This is an optimization exercise on Yosys and OpenROAD, whose aim is small area, a short achievable clock period and few clock cycles, not a production implementation. Where RTL was checked, it was by simulation tests only, not by an equivalence proof against the original. No activity file was given, so power comes from the tool's default toggle rates.

==> v20: inputs <==
==> flow/design.v (excerpt) <==
module mul
(
	input clk,
	input rst,
	input  [31:0] a,
	input  [31:0] b,
	input start,
	output [31:0] res_mul,
	output logic vld
);
==> flow/config.mk <==
export PLATFORM = sky130hd
export DESIGN_NAME = mul
export DESIGN_NICKNAME = mul
export VERILOG_FILES = /design/flow/design.v
export SDC_FILE = /design/flow/constraint.sdc
export NUM_CORES = 4
export LEC_CHECK = 0
export CAP_MARGIN = 20
export CORE_MARGIN = 2
export CORE_UTILIZATION = 55
export SLEW_MARGIN = 20
==> flow/constraint.sdc <==
create_clock -name core_clock -period 12.0 [get_ports {clk}]
set_input_delay 2.4000 -clock core_clock [delete_from_list [all_inputs] [get_ports {clk}]]
set_output_delay 2.4000 -clock core_clock [all_outputs]
set_load 0.01 [all_outputs]
standard.sh (not shown) runs the stock make flow with config.mk's settings and CLKGATE_MAP_FILE= SYNTH_SCRIPT=/design/flow/synth_recipe.tcl, a recipe that flattens the netlist after the stock synthesis.
==> flow/flow/run.sh <==
#!/bin/bash
# The standard ORFS layout with three changes to how it is made:
#  - synthesis skips the generic ABC pass inside Yosys's synth command
#    (SYNTH_ARGS=-noabc), so extract_fa sees the adders as written and maps
#    them to full-adder cells without inverters between them; registers and
#    their names are the standard synthesis's;
#  - the port buffers are sky130_fd_sc_hd__buf_4 instead of a delay buffer;
#  - repair_timing aims for a larger setup margin.
set -euo pipefail
cd "$(dirname "$0")/.."
export SYNTH_ARGS="-noabc"
export BUFFER_PORTS_ARGS="-buffer_cell sky130_fd_sc_hd__buf_4"
export SETUP_SLACK_MARGIN=6.3
bash standard.sh finish > standard.log 2>&1
==> inputs of v16, as changes to v20 <==
--- a/flow/design.v
+++ b/flow/design.v
@@ -955,172 +955,8 @@
 assign s750 = s749 ^ c718_q;
 assign s751 = s750 ^ c720;
 logic [25:0] r0, r1;
 assign r0 = {c722, c692, c664, c636, s635, c584, s583, c536, s535, c492, s491, c452, s451, c416, s415, s399, c370, s369, s355_q, c332, s331, s321_q, s311_q, c296, s295, s289_q};
 assign r1 = {s751, s721, s691, s663, 1'b0, s609, 1'b0, s559, 1'b0, s513, 1'b0, s471, 1'b0, s433_q, 1'b0, 1'b0, s383_q, 1'b0, 1'b0, s343_q, 1'b0, 1'b0, 1'b0, s303_q, 1'b0, 1'b0};
-logic [25:0] gp, pp_, hs;
-assign gp = r0 & r1;
-assign pp_ = r0 ^ r1;
-logic cin_; assign cin_ = c763_q;
-logic bg0_1, bp0_1;
-assign bg0_1 = gp[0] | (pp_[0] & cin_);
-assign bp0_1 = pp_[0] & 1'b0;
-logic bg0_3, bp0_3;
-assign bg0_3 = gp[2] | (pp_[2] & gp[1]);
-assign bp0_3 = pp_[2] & pp_[1];
-logic bg0_5, bp0_5;
-assign bg0_5 = gp[4] | (pp_[4] & gp[3]);
-assign bp0_5 = pp_[4] & pp_[3];
-logic bg0_7, bp0_7;
-assign bg0_7 = gp[6] | (pp_[6] & gp[5]);
-assign bp0_7 = pp_[6] & pp_[5];
-logic bg0_9, bp0_9;
-assign bg0_9 = gp[8] | (pp_[8] & gp[7]);
-assign bp0_9 = pp_[8] & pp_[7];
-logic bg0_11, bp0_11;
-assign bg0_11 = gp[10] | (pp_[10] & gp[9]);
-assign bp0_11 = pp_[10] & pp_[9];
-logic bg0_13, bp0_13;
-assign bg0_13 = gp[12] | (pp_[12] & gp[11]);
-assign bp0_13 = pp_[12] & pp_[11];
-logic bg0_15, bp0_15;
-assign bg0_15 = gp[14] | (pp_[14] & gp[13]);
-assign bp0_15 = pp_[14] & pp_[13];
-logic bg0_17, bp0_17;
-assign bg0_17 = gp[16] | (pp_[16] & gp[15]);
-assign bp0_17 = pp_[16] & pp_[15];
-logic bg0_19, bp0_19;
-assign bg0_19 = gp[18] | (pp_[18] & gp[17]);
-assign bp0_19 = pp_[18] & pp_[17];
-logic bg0_21, bp0_21;
-assign bg0_21 = gp[20] | (pp_[20] & gp[19]);
-assign bp0_21 = pp_[20] & pp_[19];
-logic bg0_23, bp0_23;
-assign bg0_23 = gp[22] | (pp_[22] & gp[21]);
-assign bp0_23 = pp_[22] & pp_[21];
-logic bg0_25, bp0_25;
-assign bg0_25 = gp[24] | (pp_[24] & gp[23]);
-assign bp0_25 = pp_[24] & pp_[23];
-logic bg1_3, bp1_3;
-assign bg1_3 = bg0_3 | (bp0_3 & bg0_1);
-assign bp1_3 = bp0_3 & bp0_1;
-logic bg1_7, bp1_7;
-assign bg1_7 = bg0_7 | (bp0_7 & bg0_5);
-assign bp1_7 = bp0_7 & bp0_5;
-logic bg1_11, bp1_11;
-assign bg1_11 = bg0_11 | (bp0_11 & bg0_9);
-assign bp1_11 = bp0_11 & bp0_9;
-logic bg1_15, bp1_15;
-assign bg1_15 = bg0_15 | (bp0_15 & bg0_13);
-assign bp1_15 = bp0_15 & bp0_13;
-logic bg1_19, bp1_19;
-assign bg1_19 = bg0_19 | (bp0_19 & bg0_17);
-assign bp1_19 = bp0_19 & bp0_17;
-logic bg1_23, bp1_23;
-assign bg1_23 = bg0_23 | (bp0_23 & bg0_21);
-assign bp1_23 = bp0_23 & bp0_21;
-logic bg2_7, bp2_7;
-assign bg2_7 = bg1_7 | (bp1_7 & bg1_3);
-assign bp2_7 = bp1_7 & bp1_3;
-logic bg2_15, bp2_15;
-assign bg2_15 = bg1_15 | (bp1_15 & bg1_11);
-assign bp2_15 = bp1_15 & bp1_11;
-logic bg2_23, bp2_23;
-assign bg2_23 = bg1_23 | (bp1_23 & bg1_19);
-assign bp2_23 = bp1_23 & bp1_19;
-logic bg3_15, bp3_15;
-assign bg3_15 = bg2_15 | (bp2_15 & bg2_7);
-assign bp3_15 = bp2_15 & bp2_7;
-logic bg6_23, bp6_23;
-assign bg6_23 = bg2_23 | (bp2_23 & bg3_15);
-assign bp6_23 = bp2_23 & bp3_15;
-logic bg7_11, bp7_11;
-assign bg7_11 = bg1_11 | (bp1_11 & bg2_7);
-assign bp7_11 = bp1_11 & bp2_7;
-logic bg7_19, bp7_19;
-assign bg7_19 = bg1_19 | (bp1_19 & bg3_15);
-assign bp7_19 = bp1_19 & bp3_15;
-logic bg8_5, bp8_5;
-assign bg8_5 = bg0_5 | (bp0_5 & bg1_3);
-assign bp8_5 = bp0_5 & bp1_3;
-logic bg8_9, bp8_9;
-assign bg8_9 = bg0_9 | (bp0_9 & bg2_7);
-assign bp8_9 = bp0_9 & bp2_7;
-logic bg8_13, bp8_13;
-assign bg8_13 = bg0_13 | (bp0_13 & bg7_11);
-assign bp8_13 = bp0_13 & bp7_11;
-logic bg8_17, bp8_17;
-assign bg8_17 = bg0_17 | (bp0_17 & bg3_15);
-assign bp8_17 = bp0_17 & bp3_15;
-logic bg8_21, bp8_21;
-assign bg8_21 = bg0_21 | (bp0_21 & bg7_19);
-assign bp8_21 = bp0_21 & bp7_19;
-logic bg8_25, bp8_25;
-assign bg8_25 = bg0_25 | (bp0_25 & bg6_23);
-assign bp8_25 = bp0_25 & bp6_23;
-logic bg9_2, bp9_2;
-assign bg9_2 = gp[1] | (pp_[1] & bg0_1);
-assign bp9_2 = pp_[1] & bp0_1;
-logic bg9_4, bp9_4;
-assign bg9_4 = gp[3] | (pp_[3] & bg1_3);
-assign bp9_4 = pp_[3] & bp1_3;
-logic bg9_6, bp9_6;
-assign bg9_6 = gp[5] | (pp_[5] & bg8_5);
-assign bp9_6 = pp_[5] & bp8_5;
-logic bg9_8, bp9_8;
-assign bg9_8 = gp[7] | (pp_[7] & bg2_7);
-assign bp9_8 = pp_[7] & bp2_7;
-logic bg9_10, bp9_10;
-assign bg9_10 = gp[9] | (pp_[9] & bg8_9);
-assign bp9_10 = pp_[9] & bp8_9;
-logic bg9_12, bp9_12;
-assign bg9_12 = gp[11] | (pp_[11] & bg7_11);
-assign bp9_12 = pp_[11] & bp7_11;
-logic bg9_14, bp9_14;
-assign bg9_14 = gp[13] | (pp_[13] & bg8_13);
-assign bp9_14 = pp_[13] & bp8_13;
-logic bg9_16, bp9_16;
-assign bg9_16 = gp[15] | (pp_[15] & bg3_15);
-assign bp9_16 = pp_[15] & bp3_15;
-logic bg9_18, bp9_18;
-assign bg9_18 = gp[17] | (pp_[17] & bg8_17);
-assign bp9_18 = pp_[17] & bp8_17;
-logic bg9_20, bp9_20;
-assign bg9_20 = gp[19] | (pp_[19] & bg7_19);
-assign bp9_20 = pp_[19] & bp7_19;
-logic bg9_22, bp9_22;
-assign bg9_22 = gp[21] | (pp_[21] & bg8_21);
-assign bp9_22 = pp_[21] & bp8_21;
-logic bg9_24, bp9_24;
-assign bg9_24 = gp[23] | (pp_[23] & bg6_23);
-assign bp9_24 = pp_[23] & bp6_23;
-logic bg9_26, bp9_26;
-assign bg9_26 = gp[25] | (pp_[25] & bg8_25);
-assign bp9_26 = pp_[25] & bp8_25;
-assign res_mul[6] = pp_[0] ^ cin_;
-assign res_mul[7] = pp_[1] ^ bg0_1;
-assign res_mul[8] = pp_[2] ^ bg9_2;
-assign res_mul[9] = pp_[3] ^ bg1_3;
-assign res_mul[10] = pp_[4] ^ bg9_4;
-assign res_mul[11] = pp_[5] ^ bg8_5;
-assign res_mul[12] = pp_[6] ^ bg9_6;
-assign res_mul[13] = pp_[7] ^ bg2_7;
-assign res_mul[14] = pp_[8] ^ bg9_8;
-assign res_mul[15] = pp_[9] ^ bg8_9;
-assign res_mul[16] = pp_[10] ^ bg9_10;
-assign res_mul[17] = pp_[11] ^ bg7_11;
-assign res_mul[18] = pp_[12] ^ bg9_12;
-assign res_mul[19] = pp_[13] ^ bg8_13;
-assign res_mul[20] = pp_[14] ^ bg9_14;
-assign res_mul[21] = pp_[15] ^ bg3_15;
-assign res_mul[22] = pp_[16] ^ bg9_16;
-assign res_mul[23] = pp_[17] ^ bg8_17;
-assign res_mul[24] = pp_[18] ^ bg9_18;
-assign res_mul[25] = pp_[19] ^ bg7_19;
-assign res_mul[26] = pp_[20] ^ bg9_20;
-assign res_mul[27] = pp_[21] ^ bg8_21;
-assign res_mul[28] = pp_[22] ^ bg9_22;
-assign res_mul[29] = pp_[23] ^ bg6_23;
-assign res_mul[30] = pp_[24] ^ bg9_24;
-assign res_mul[31] = pp_[25] ^ bg8_25;
+assign res_mul[31:6] = r0 + r1 + {25'b0, c763_q};
 assign res_mul[5:0] = {s762_q, s760_q, s758_q, s756_q, s754_q, s752_q};
 endmodule
--- a/flow/flow/run.sh
+++ b/flow/flow/run.sh
@@ -8,7 +8,7 @@
 #  - repair_timing aims for a larger setup margin.
 set -euo pipefail
 cd "$(dirname "$0")/.."
 export SYNTH_ARGS="-noabc"
 export BUFFER_PORTS_ARGS="-buffer_cell sky130_fd_sc_hd__buf_4"
-export SETUP_SLACK_MARGIN=6.3
+export SETUP_SLACK_MARGIN=6.1
 bash standard.sh finish > standard.log 2>&1
--- a/flow/config.mk
+++ b/flow/config.mk
@@ -6,6 +6,8 @@
 export NUM_CORES = 4
 export LEC_CHECK = 0
 export CAP_MARGIN = 20
 export CORE_MARGIN = 2
 export CORE_UTILIZATION = 55
+export CTS_BUF_LIST = sky130_fd_sc_hd__clkbuf_4 sky130_fd_sc_hd__clkbuf_8
+export CTS_CLUSTER_SIZE = 40
 export SLEW_MARGIN = 20
==> inputs of v11, as changes to v20 <==
--- a/flow/flow/run.sh
+++ b/flow/flow/run.sh
@@ -8,7 +8,7 @@
 #  - repair_timing aims for a larger setup margin.
 set -euo pipefail
 cd "$(dirname "$0")/.."
 export SYNTH_ARGS="-noabc"
 export BUFFER_PORTS_ARGS="-buffer_cell sky130_fd_sc_hd__buf_4"
-export SETUP_SLACK_MARGIN=6.3
+export SETUP_SLACK_MARGIN=6.1
 bash standard.sh finish > standard.log 2>&1
==> flow_summary.toml <==
[power]
total_power_mw = 3.83
p_comb_mw = 3.08
vdd_ir_drop_max_uv = 188

[layout]
buf_share = 0.0734
nNonClkInverters = 36
fillCellCount = 1921
design_area_um2 = 13900

[critical_path]
crit_path_top_delay_cell = "ha_2"

[clocking]
root_buffer = "clkbuf_16"

[placed_design]
dpl_worst_slack_ns = 4.97

[run_status]
outcome = "finished clean"

[sta]
tightest_slew_ns = 0.689
fin_crit_sh = 0.486

[global_route]
grt_use_met2 = 0.526
grt_start_max_net_pins = 61
met3_usage = 0.0686

[route]
drt_wl_total_um = 39700

[floorplanning]
dieArea_um2 = 23900
# the run above: v11

==> flow_summary.toml <==
[placed_design]
dpl_worst_slack_ns = 5.08

[power]
p_comb_mw = 3.19
total_power_mw = 3.88

[sta]
tightest_slew_ns = 0.666
fin_crit_sh = 0.474

[global_route]
grt_start_max_net_pins = 56
met3_usage = 0.0572
grt_use_met2 = 0.533

[floorplanning]
dieArea_um2 = 23900

[clocking]
root_buffer = "clkbuf_16"

[layout]
fillCellCount = 1845

[run_status]
outcome = "finished clean"
# the run above: v20

==> flow_summary.toml <==
[power]
p_comb_mw = 3.10
vdd_ir_drop_max_uv = 335

[layout]
design_area_um2 = 13600
nNonClkInverters = 15
fillCellCount = 1956
buf_share = 0.0706

[run_status]
outcome = "finished clean"

[sta]
tightest_slew_ns = 0.646

[placed_design]
dpl_worst_slack_ns = 5.06

[floorplanning]
dieArea_um2 = 23900

[global_route]
grt_start_max_net_pins = 63
grt_use_met2 = 0.531
met3_usage = 0.0530

[clocking]
root_buffer = "clkbuf_8"

[route]
drt_wl_total_um = 37700
# the run above: v16

Testbench counts of v16, summed over its fixed seeds: cycles 3,200.
Function not checked in v20 and v11: the RTL went through the layout flow alone.

* * *

==> trial 75 <==
mul, a different RTL version from the one above (not shown whole).
clock: 12.0 ns
lec_check: 0
cap_margin: 20
core_margin: 2
core_utilization: 40
setup_slack_margin: 5
slew_margin: 20
==> flow/flow/run.sh <==
#!/bin/bash
# The standard ORFS layout, with the port buffers that ORFS inserts before
# global placement made of sky130_fd_sc_hd__buf_4 instead of the delay
# buffer that buffer_ports picks by default.
set -euo pipefail
cd "$(dirname "$0")/.."
export BUFFER_PORTS_ARGS="-buffer_cell sky130_fd_sc_hd__buf_4"
bash standard.sh finish > standard.log 2>&1
==> trial 29: changes against trial 75 <==
--- a/flow/design.v
+++ b/flow/design.v
@@ -430,18 +430,18 @@
 assign s313 = bn5 ^ pp11 ^ pp41;
 assign c314 = (bn5 & pp11) | (pp41 & (bn5 ^ pp11));
 assign s315 = pp69 ^ pp95 ^ pp119;
 assign c316 = (pp69 & pp95) | (pp119 & (pp69 ^ pp95));
 assign s317 = pp141 ^ c306 ^ s313;
 assign c318 = (pp141 & c306) | (s313 & (pp141 ^ c306));
 assign s319 = s315 ^ c308 ^ s317;
 assign c320 = (s315 & c308) | (s317 & (s315 ^ c308));
-assign s321 = c312 ^ c310;
-assign c322 = c312 & c310;
+assign s321 = c310 ^ c312;
+assign c322 = c310 & c312;
 assign s323 = pp12 ^ pp42 ^ pp70;
 assign c324 = (pp12 & pp42) | (pp70 & (pp12 ^ pp42));
 assign s325 = pp96 ^ pp120 ^ pp142;
 assign c326 = (pp96 & pp120) | (pp142 & (pp96 ^ pp120));
 assign s327 = c314 ^ c316 ^ s323;
 assign c328 = (c314 & c316) | (s323 & (c314 ^ c316));
 assign s329 = s325 ^ c318 ^ s327;
 assign c330 = (s325 & c318) | (s327 & (s325 ^ c318));
@@ -644,18 +644,18 @@
 assign s547 = c518 ^ c520 ^ c522;
 assign c548 = (c518 & c520) | (c522 & (c518 ^ c520));
 assign s549 = s537 ^ s539 ^ s541;
 assign c550 = (s537 & s539) | (s541 & (s537 ^ s539));
 assign s551 = s543 ^ c524 ^ c526;
 assign c552 = (s543 & c524) | (c526 & (s543 ^ c524));
 assign s553 = s545 ^ s547 ^ s549;
 assign c554 = (s545 & s547) | (s549 & (s545 ^ s547));
-assign s555 = c528 ^ s551 ^ c530;
-assign c556 = (c528 & s551) | (c530 & (c528 ^ s551));
+assign s555 = c528 ^ c530 ^ s551;
+assign c556 = (c528 & c530) | (s551 & (c528 ^ c530));
 assign s561 = pp26 ^ pp56 ^ pp84;
 assign c562 = (pp26 & pp56) | (pp84 & (pp26 ^ pp56));
 assign s563 = pp110 ^ pp134 ^ pp156;
 assign c564 = (pp110 & pp134) | (pp156 & (pp110 ^ pp134));
 assign s565 = pp176 ^ pp194 ^ pp210;
 assign c566 = (pp176 & pp194) | (pp210 & (pp176 ^ pp194));
 assign s567 = pp224 ^ pp236 ^ pp246;
 assign c568 = (pp224 & pp236) | (pp246 & (pp224 ^ pp236));
@@ -664,18 +664,18 @@
 assign s571 = c542 ^ c544 ^ s561;
 assign c572 = (c542 & c544) | (s561 & (c542 ^ c544));
 assign s573 = s563 ^ s565 ^ s567;
 assign c574 = (s563 & s565) | (s567 & (s563 ^ s565));
 assign s575 = c546 ^ c548 ^ c550;
 assign c576 = (c546 & c548) | (c550 & (c546 ^ c548));
 assign s577 = s569 ^ s571 ^ s573;
 assign c578 = (s569 & s571) | (s573 & (s569 ^ s571));
-assign s579 = c552 ^ s575 ^ c554;
-assign c580 = (c552 & s575) | (c554 & (c552 ^ s575));
+assign s579 = c552 ^ c554 ^ s575;
+assign c580 = (c552 & c554) | (s575 & (c552 ^ c554));
 assign s585 = bn13 ^ pp27 ^ pp57;
 assign c586 = (bn13 & pp27) | (pp57 & (bn13 ^ pp27));
 assign s587 = pp85 ^ pp111 ^ pp135;
 assign c588 = (pp85 & pp111) | (pp135 & (pp85 ^ pp111));
 assign s589 = pp157 ^ pp177 ^ pp195;
 assign c590 = (pp157 & pp177) | (pp195 & (pp157 ^ pp177));
 assign s591 = pp211 ^ pp225 ^ pp237;
 assign c592 = (pp211 & pp225) | (pp237 & (pp211 ^ pp225));
@@ -686,18 +686,18 @@
 assign s597 = c568 ^ s585 ^ s587;
 assign c598 = (c568 & s585) | (s587 & (c568 ^ s585));
 assign s599 = s589 ^ s591 ^ s593;
 assign c600 = (s589 & s591) | (s593 & (s589 ^ s591));
 assign s601 = c570 ^ c572 ^ c574;
 assign c602 = (c570 & c572) | (c574 & (c570 ^ c572));
 assign s603 = s595 ^ s597 ^ s599;
 assign c604 = (s595 & s597) | (s599 & (s595 ^ s597));
-assign s605 = c576 ^ s601 ^ c578;
-assign c606 = (c576 & s601) | (c578 & (c576 ^ s601));
+assign s605 = c576 ^ c578 ^ s601;
+assign c606 = (c576 & c578) | (s601 & (c576 ^ c578));
 assign s611 = pp28 ^ pp58 ^ pp86;
 assign c612 = (pp28 & pp58) | (pp86 & (pp28 ^ pp58));
 assign s613 = pp112 ^ pp136 ^ pp158;
 assign c614 = (pp112 & pp136) | (pp158 & (pp112 ^ pp136));
 assign s615 = pp178 ^ pp196 ^ pp212;
 assign c616 = (pp178 & pp196) | (pp212 & (pp178 ^ pp196));
 assign s617 = pp226 ^ pp238 ^ pp248;
 assign c618 = (pp226 & pp238) | (pp248 & (pp226 ^ pp238));
@@ -708,18 +708,18 @@
 assign s623 = c594 ^ s611 ^ s613;
 assign c624 = (c594 & s611) | (s613 & (c594 ^ s611));
 assign s625 = s615 ^ s617 ^ c596;
 assign c626 = (s615 & s617) | (c596 & (s615 ^ s617));
 assign s627 = c598 ^ c600 ^ s619;
 assign c628 = (c598 & c600) | (s619 & (c598 ^ c600));
 assign s629 = s621 ^ s623 ^ c602;
 assign c630 = (s621 & s623) | (c602 & (s621 ^ s623));
-assign s631 = s625 ^ s627 ^ c604;
-assign c632 = (s625 & s627) | (c604 & (s625 ^ s627));
+assign s631 = s625 ^ c604 ^ s627;
+assign c632 = (s625 & c604) | (s627 & (s625 ^ c604));
 assign s637 = bn14 ^ pp29 ^ pp59;
 assign c638 = (bn14 & pp29) | (pp59 & (bn14 ^ pp29));
 assign s639 = pp87 ^ pp113 ^ pp137;
 assign c640 = (pp87 & pp113) | (pp137 & (pp87 ^ pp113));
 assign s641 = pp159 ^ pp179 ^ pp197;
 assign c642 = (pp159 & pp179) | (pp197 & (pp159 ^ pp179));
 assign s643 = pp213 ^ pp227 ^ pp239;
 assign c644 = (pp213 & pp227) | (pp239 & (pp213 ^ pp227));
@@ -752,18 +752,18 @@
 assign s677 = c644 ^ c646 ^ s665;
 assign c678 = (c644 & c646) | (s665 & (c644 ^ c646));
 assign s679 = s667 ^ s669 ^ s671;
 assign c680 = (s667 & s669) | (s671 & (s667 ^ s669));
 assign s681 = s673 ^ c648 ^ c650;
 assign c682 = (s673 & c648) | (c650 & (s673 ^ c648));
 assign s683 = c652 ^ s675 ^ s677;
 assign c684 = (c652 & s675) | (s677 & (c652 ^ s675));
-assign s685 = s679 ^ c654 ^ s681;
-assign c686 = (s679 & c654) | (s681 & (s679 ^ c654));
+assign s685 = s679 ^ c654 ^ c656;
+assign c686 = (s679 & c654) | (c656 & (s679 ^ c654));
 assign s693 = bn15 ^ pp31 ^ pp61;
 assign c694 = (bn15 & pp31) | (pp61 & (bn15 ^ pp31));
 assign s695 = pp89 ^ pp115 ^ pp139;
 assign c696 = (pp89 & pp115) | (pp139 & (pp89 ^ pp115));
 assign s697 = pp161 ^ pp181 ^ pp199;
 assign c698 = (pp161 & pp181) | (pp199 & (pp161 ^ pp181));
 assign s699 = pp215 ^ pp229 ^ pp241;
 assign c700 = (pp215 & pp229) | (pp241 & (pp215 ^ pp229));
@@ -776,41 +776,41 @@
 assign s707 = c674 ^ s693 ^ s695;
 assign c708 = (c674 & s693) | (s695 & (c674 ^ s693));
 assign s709 = s697 ^ s699 ^ s701;
 assign c710 = (s697 & s699) | (s701 & (s697 ^ s699));
 assign s711 = c676 ^ c678 ^ c680;
 assign c712 = (c676 & c678) | (c680 & (c676 ^ c678));
 assign s713 = s703 ^ s705 ^ s707;
 assign c714 = (s703 & s705) | (s707 & (s703 ^ s705));
-assign s715 = s709 ^ c682 ^ s711;
-assign c716 = (s709 & c682) | (s711 & (s709 ^ c682));
+assign s715 = s709 ^ c682 ^ c684;
+assign c716 = (s709 & c682) | (c684 & (s709 ^ c682));
 assign s723 = pp32 ^ pp62 ^ pp90;
 assign s724 = pp116 ^ pp140 ^ pp162;
 assign s725 = pp182 ^ pp200 ^ pp216;
 assign s726 = pp230 ^ pp242 ^ pp252;
 assign s727 = pp260 ^ pp266 ^ pp270;
 assign s728 = pp272 ^ s723 ^ s724;
 assign s729 = s725 ^ s726 ^ s727;
 assign s730 = c694 ^ c696 ^ c698;
 assign s731 = c700 ^ c702 ^ s728;
 assign s732 = s729 ^ s730 ^ c704;
-assign s733 = c706 ^ s731 ^ c708;
-assign s734 = c710 ^ s732 ^ s733;
+assign s733 = c706 ^ c708 ^ c710;
+assign s734 = s731 ^ s732 ^ s733;
 assign s735 = c712 ^ c714 ^ s734;
-logic s445_q, c430_q, s447_q, c432_q, c434_q, s465_q, c448_q, s467_q, s485_q, c468_q, s487_q, s507_q, c488_q, s509_q, s529_q, c510_q;
-logic s531_q, s553_q, c532_q, s555_q, s577_q, c556_q, s579_q, s603_q, c580_q, s605_q, s629_q, c606_q, s631_q, s653_q, s655_q, c630_q;
-logic s657_q, c632_q, c656_q, s683_q, c658_q, s685_q, c684_q, s713_q, c686_q, s715_q, s735_q, c716_q, pp1_q, pp2_q, pp33_q, c274_q;
+logic c430_q, s445_q, s447_q, c432_q, c434_q, s465_q, c448_q, s467_q, s485_q, c468_q, s487_q, s507_q, c488_q, s509_q, s529_q, c510_q;
+logic s531_q, s553_q, c532_q, s555_q, s577_q, c556_q, s579_q, s603_q, c580_q, s605_q, c606_q, s629_q, s631_q, s653_q, s655_q, c630_q;
+logic c632_q, s657_q, s681_q, s683_q, c658_q, s685_q, s711_q, s713_q, c686_q, s715_q, c716_q, s735_q, pp1_q, pp2_q, pp33_q, c274_q;
 logic s277_q, s281_q, s287_q, s293_q, c296_q, s309_q, s319_q, c322_q, c332_q, s353_q, s367_q, c370_q, c384_q, c400_q, c416_q, bn0_q;
 logic s273_q, s275_q, s279_q, s283_q, s289_q, s295_q, s303_q, s311_q, s321_q, s331_q, s343_q, s355_q, s369_q, s383_q, s399_q, s415_q;
 logic s433_q;
 always_ff @(posedge clk) begin
 	vld <= start & ~rst;
-	s445_q <= s445;
 	c430_q <= c430;
+	s445_q <= s445;
 	s447_q <= s447;
 	c432_q <= c432;
 	c434_q <= c434;
 	s465_q <= s465;
 	c448_q <= c448;
 	s467_q <= s467;
 	s485_q <= s485;
 	c468_q <= c468;
@@ -825,34 +825,34 @@
 	c532_q <= c532;
 	s555_q <= s555;
 	s577_q <= s577;
 	c556_q <= c556;
 	s579_q <= s579;
 	s603_q <= s603;
 	c580_q <= c580;
 	s605_q <= s605;
-	s629_q <= s629;
 	c606_q <= c606;
+	s629_q <= s629;
 	s631_q <= s631;
 	s653_q <= s653;
 	s655_q <= s655;
 	c630_q <= c630;
-	s657_q <= s657;
 	c632_q <= c632;
-	c656_q <= c656;
+	s657_q <= s657;
+	s681_q <= s681;
 	s683_q <= s683;
 	c658_q <= c658;
 	s685_q <= s685;
-	c684_q <= c684;
+	s711_q <= s711;
 	s713_q <= s713;
 	c686_q <= c686;
 	s715_q <= s715;
-	s735_q <= s735;
 	c716_q <= c716;
+	s735_q <= s735;
 	pp1_q <= pp1;
 	pp2_q <= pp2;
 	pp33_q <= pp33;
 	c274_q <= c274;
 	s277_q <= s277;
 	s281_q <= s281;
 	s287_q <= s287;
 	s293_q <= s293;
@@ -885,18 +885,18 @@
 	s399_q <= s399;
 	s415_q <= s415;
 	s433_q <= s433;
 end
 logic s449, c450, s451, c452, s469, c470, s471, c472, s489, c490, s491, c492, s511, c512, s513, c514;
 logic s533, c534, s535, c536, s557, c558, s559, c560, s581, c582, s583, c584, s607, c608, s609, c610;
 logic s633, c634, s635, c636, s659, c660, s661, c662, s663, c664, s687, c688, s689, c690, s691, c692;
 logic s717, c718, s719, c720, s721, c722, s736, s737;
-assign s449 = s445_q ^ c430_q ^ s447_q;
-assign c450 = (s445_q & c430_q) | (s447_q & (s445_q ^ c430_q));
+assign s449 = c430_q ^ s445_q ^ s447_q;
+assign c450 = (c430_q & s445_q) | (s447_q & (c430_q ^ s445_q));
 assign s451 = c432_q ^ c434_q;
 assign c452 = c432_q & c434_q;
 assign s469 = s465_q ^ c448_q ^ s467_q;
 assign c470 = (s465_q & c448_q) | (s467_q & (s465_q ^ c448_q));
 assign s471 = c450 ^ c452;
 assign c472 = c450 & c452;
 assign s489 = s485_q ^ c468_q ^ s487_q;
 assign c490 = (s485_q & c468_q) | (s487_q & (s485_q ^ c468_q));
@@ -917,37 +917,37 @@
 assign s581 = s577_q ^ c556_q ^ s579_q;
 assign c582 = (s577_q & c556_q) | (s579_q & (s577_q ^ c556_q));
 assign s583 = c558 ^ s581;
 assign c584 = c558 & s581;
 assign s607 = s603_q ^ c580_q ^ s605_q;
 assign c608 = (s603_q & c580_q) | (s605_q & (s603_q ^ c580_q));
 assign s609 = c582 ^ s607;
 assign c610 = c582 & s607;
-assign s633 = s629_q ^ c606_q ^ s631_q;
-assign c634 = (s629_q & c606_q) | (s631_q & (s629_q ^ c606_q));
+assign s633 = c606_q ^ s629_q ^ s631_q;
+assign c634 = (c606_q & s629_q) | (s631_q & (c606_q ^ s629_q));
 assign s635 = c608 ^ s633;
 assign c636 = c608 & s633;
 assign s659 = s653_q ^ s655_q ^ c630_q;
 assign c660 = (s653_q & s655_q) | (c630_q & (s653_q ^ s655_q));
-assign s661 = s657_q ^ c632_q ^ s659;
-assign c662 = (s657_q & c632_q) | (s659 & (s657_q ^ c632_q));
+assign s661 = c632_q ^ s657_q ^ s659;
+assign c662 = (c632_q & s657_q) | (s659 & (c632_q ^ s657_q));
 assign s663 = c634 ^ c636;
 assign c664 = c634 & c636;
-assign s687 = c656_q ^ s683_q ^ c658_q;
-assign c688 = (c656_q & s683_q) | (c658_q & (c656_q ^ s683_q));
+assign s687 = s681_q ^ s683_q ^ c658_q;
+assign c688 = (s681_q & s683_q) | (c658_q & (s681_q ^ s683_q));
 assign s689 = s685_q ^ c660 ^ s687;
 assign c690 = (s685_q & c660) | (s687 & (s685_q ^ c660));
 assign s691 = c662 ^ c664;
 assign c692 = c662 & c664;
-assign s717 = c684_q ^ s713_q ^ c686_q;
-assign c718 = (c684_q & s713_q) | (c686_q & (c684_q ^ s713_q));
+assign s717 = s711_q ^ s713_q ^ c686_q;
+assign c718 = (s711_q & s713_q) | (c686_q & (s711_q ^ s713_q));
 assign s719 = s715_q ^ c688 ^ s717;
 assign c720 = (s715_q & c688) | (s717 & (s715_q ^ c688));
 assign s721 = c690 ^ s719;
 assign c722 = c690 & s719;
-assign s736 = s735_q ^ c716_q ^ c718;
+assign s736 = c716_q ^ s735_q ^ c718;
 assign s737 = s736 ^ c720;
 logic [31:0] r0, r1;
 assign r0 = {c722, c692, s689, s661, c610, c584, c560, c536, c514, c492, c472, s469, s449, c416_q, c400_q, c384_q, c370_q, s367_q, s353_q, c332_q, c322_q, s319_q, s309_q, c296_q, s293_q, s287_q, s281_q, s277_q, c274_q, pp33_q, pp2_q, pp1_q};
 assign r1 = {s737, s721, s691, s663, s635, s609, s583, s559, s535, s513, s491, s471, s451, s433_q, s415_q, s399_q, s383_q, s369_q, s355_q, s343_q, s331_q, s321_q, s311_q, s303_q, s295_q, s289_q, s283_q, s279_q, s275_q, s273_q, 1'b0, bn0_q};
 assign res_mul = r0 + r1;
 endmodule
==> flow/flow/run.sh (replaced) <==
#!/bin/bash
# The standard ORFS layout with three changes to how it is made:
#  - synthesis skips the generic ABC pass inside Yosys's synth command
#    (SYNTH_ARGS=-noabc), so extract_fa sees the adders as written and maps
#    them to full-adder cells without inverters between them; registers and
#    their names are the standard synthesis's;
#  - the port buffers are sky130_fd_sc_hd__buf_4 instead of a delay buffer;
#  - repair_timing aims for a larger setup margin.
set -euo pipefail
cd "$(dirname "$0")/.."
export SYNTH_ARGS="-noabc"
export BUFFER_PORTS_ARGS="-buffer_cell sky130_fd_sc_hd__buf_4"
export SETUP_SLACK_MARGIN=6.5
bash standard.sh finish > standard.log 2>&1
- CORE_UTILIZATION: 40 -> 55
- SETUP_SLACK_MARGIN: 5 -> unset
==> comparison table <==
| quantity | trial 75 | trial 29 |
|---|---|---|
| Layout Nets | 1899 | 1807 |
| Post-layout minimum cycle time | 6390 ps | 5640 ps |
| M1 GR Usage | 29.3% | 50.4% |
| Chip height | 191 µm | 160 µm |
| Filler cell count in the final layout | 3440 | 1852 |
| Avg Vias per Cell | 5.57 | 6.49 |
| Area of the die | 36600 µm² | 25500 µm² |
| Post-Synth Simple-Gate Area | 7.10% | 4.42% |
| Net load switching power | 0.00245 W | 0.00277 W |
| Via count of the first global-routing pass | 11400 | 11400 |
| Final Cycle Share | 53.3% | 47.0% |
| Most frequent cell after synthesis | sky130_fd_sc_hd__a22oi_1 | sky130_fd_sc_hd__xnor2_1 |
| Parity-gate share of the synthesized area counting xor and xnor cells | 18.3% | 21.6% |
| Portion of the post-synthesis area used by sequential elements | 11.7% | 12.3% |
| Switching portion of total power | 49.4% | 46.7% |
| Internal Power | 0.00251 W | 0.00317 W |
| Row cnt | 68 | 57 |
| RSZ-0062 raised after global routing | no | yes |
| Outcome | finished clean | finished clean |
| Synthesized-area fraction occupied by ao, oa, aoi and oai cells | 18.1% | 20.4% |
| Post-synthesis share of cell area spent on full adders, half adders and majority gates | 34.6% | 36.4% |
| Worst Setup End Kind | flip-flop | output port |
| HPWL after DPL | 29900 µm | 29500 µm |
Function was not checked in any run of this note: the RTL went through the layout flow alone.

[separate check: timing with driven ports]
The results above use ideal ports. As a check the final layouts listed here were re-extracted and re-timed, cells and wires unchanged. Step 1: set_driving_cell puts a clkbuf_16 on clk and a buf_2 on each other input, an assumption about the parent block. Step 2 times the ports against the registers' clock, not the clock port: input delays grow and output delays shrink by t, the midpoint of the rising clock arrivals with the driver on. Three values: ideal, step 1, step 2; two values: the first two.
run | shift t [ns] | setup slack, ns | hold WS [ns] | latest minus earliest clock arrival (ns) | worst slew at a driven data input, ns
v20 | 0.392 | 6.307 / 6.330 / 5.938 | 2.197 / 2.178 / 2.570 | 0.010 / 0.010 | 0.11
v16 | 0.418 | 6.181 / 6.184 / 5.775 | 2.163 / 2.147 / 2.565 | 0.012 / 0.012 | 0.06
v11 | 0.395 | 6.164 / 6.114 / 5.719 | 2.195 / 2.174 / 2.569 | 0.013 / 0.012 | 0.15
trial 75 | 0.416 | 5.610 / 5.635 / 5.218 | 2.181 / 2.162 / 2.579 | 0.011 / 0.011 | 0.07
trial 29 | 0.405 | 6.358 / 6.310 / 5.972 | 2.186 / 2.171 / 2.576 | 0.026 / 0.027 | 0.19
After both steps every run listed still meets setup and hold. For v11, which loses most, drivers alone change the setup slack by -0.050 ns; drivers and shift together by -0.445 ns.
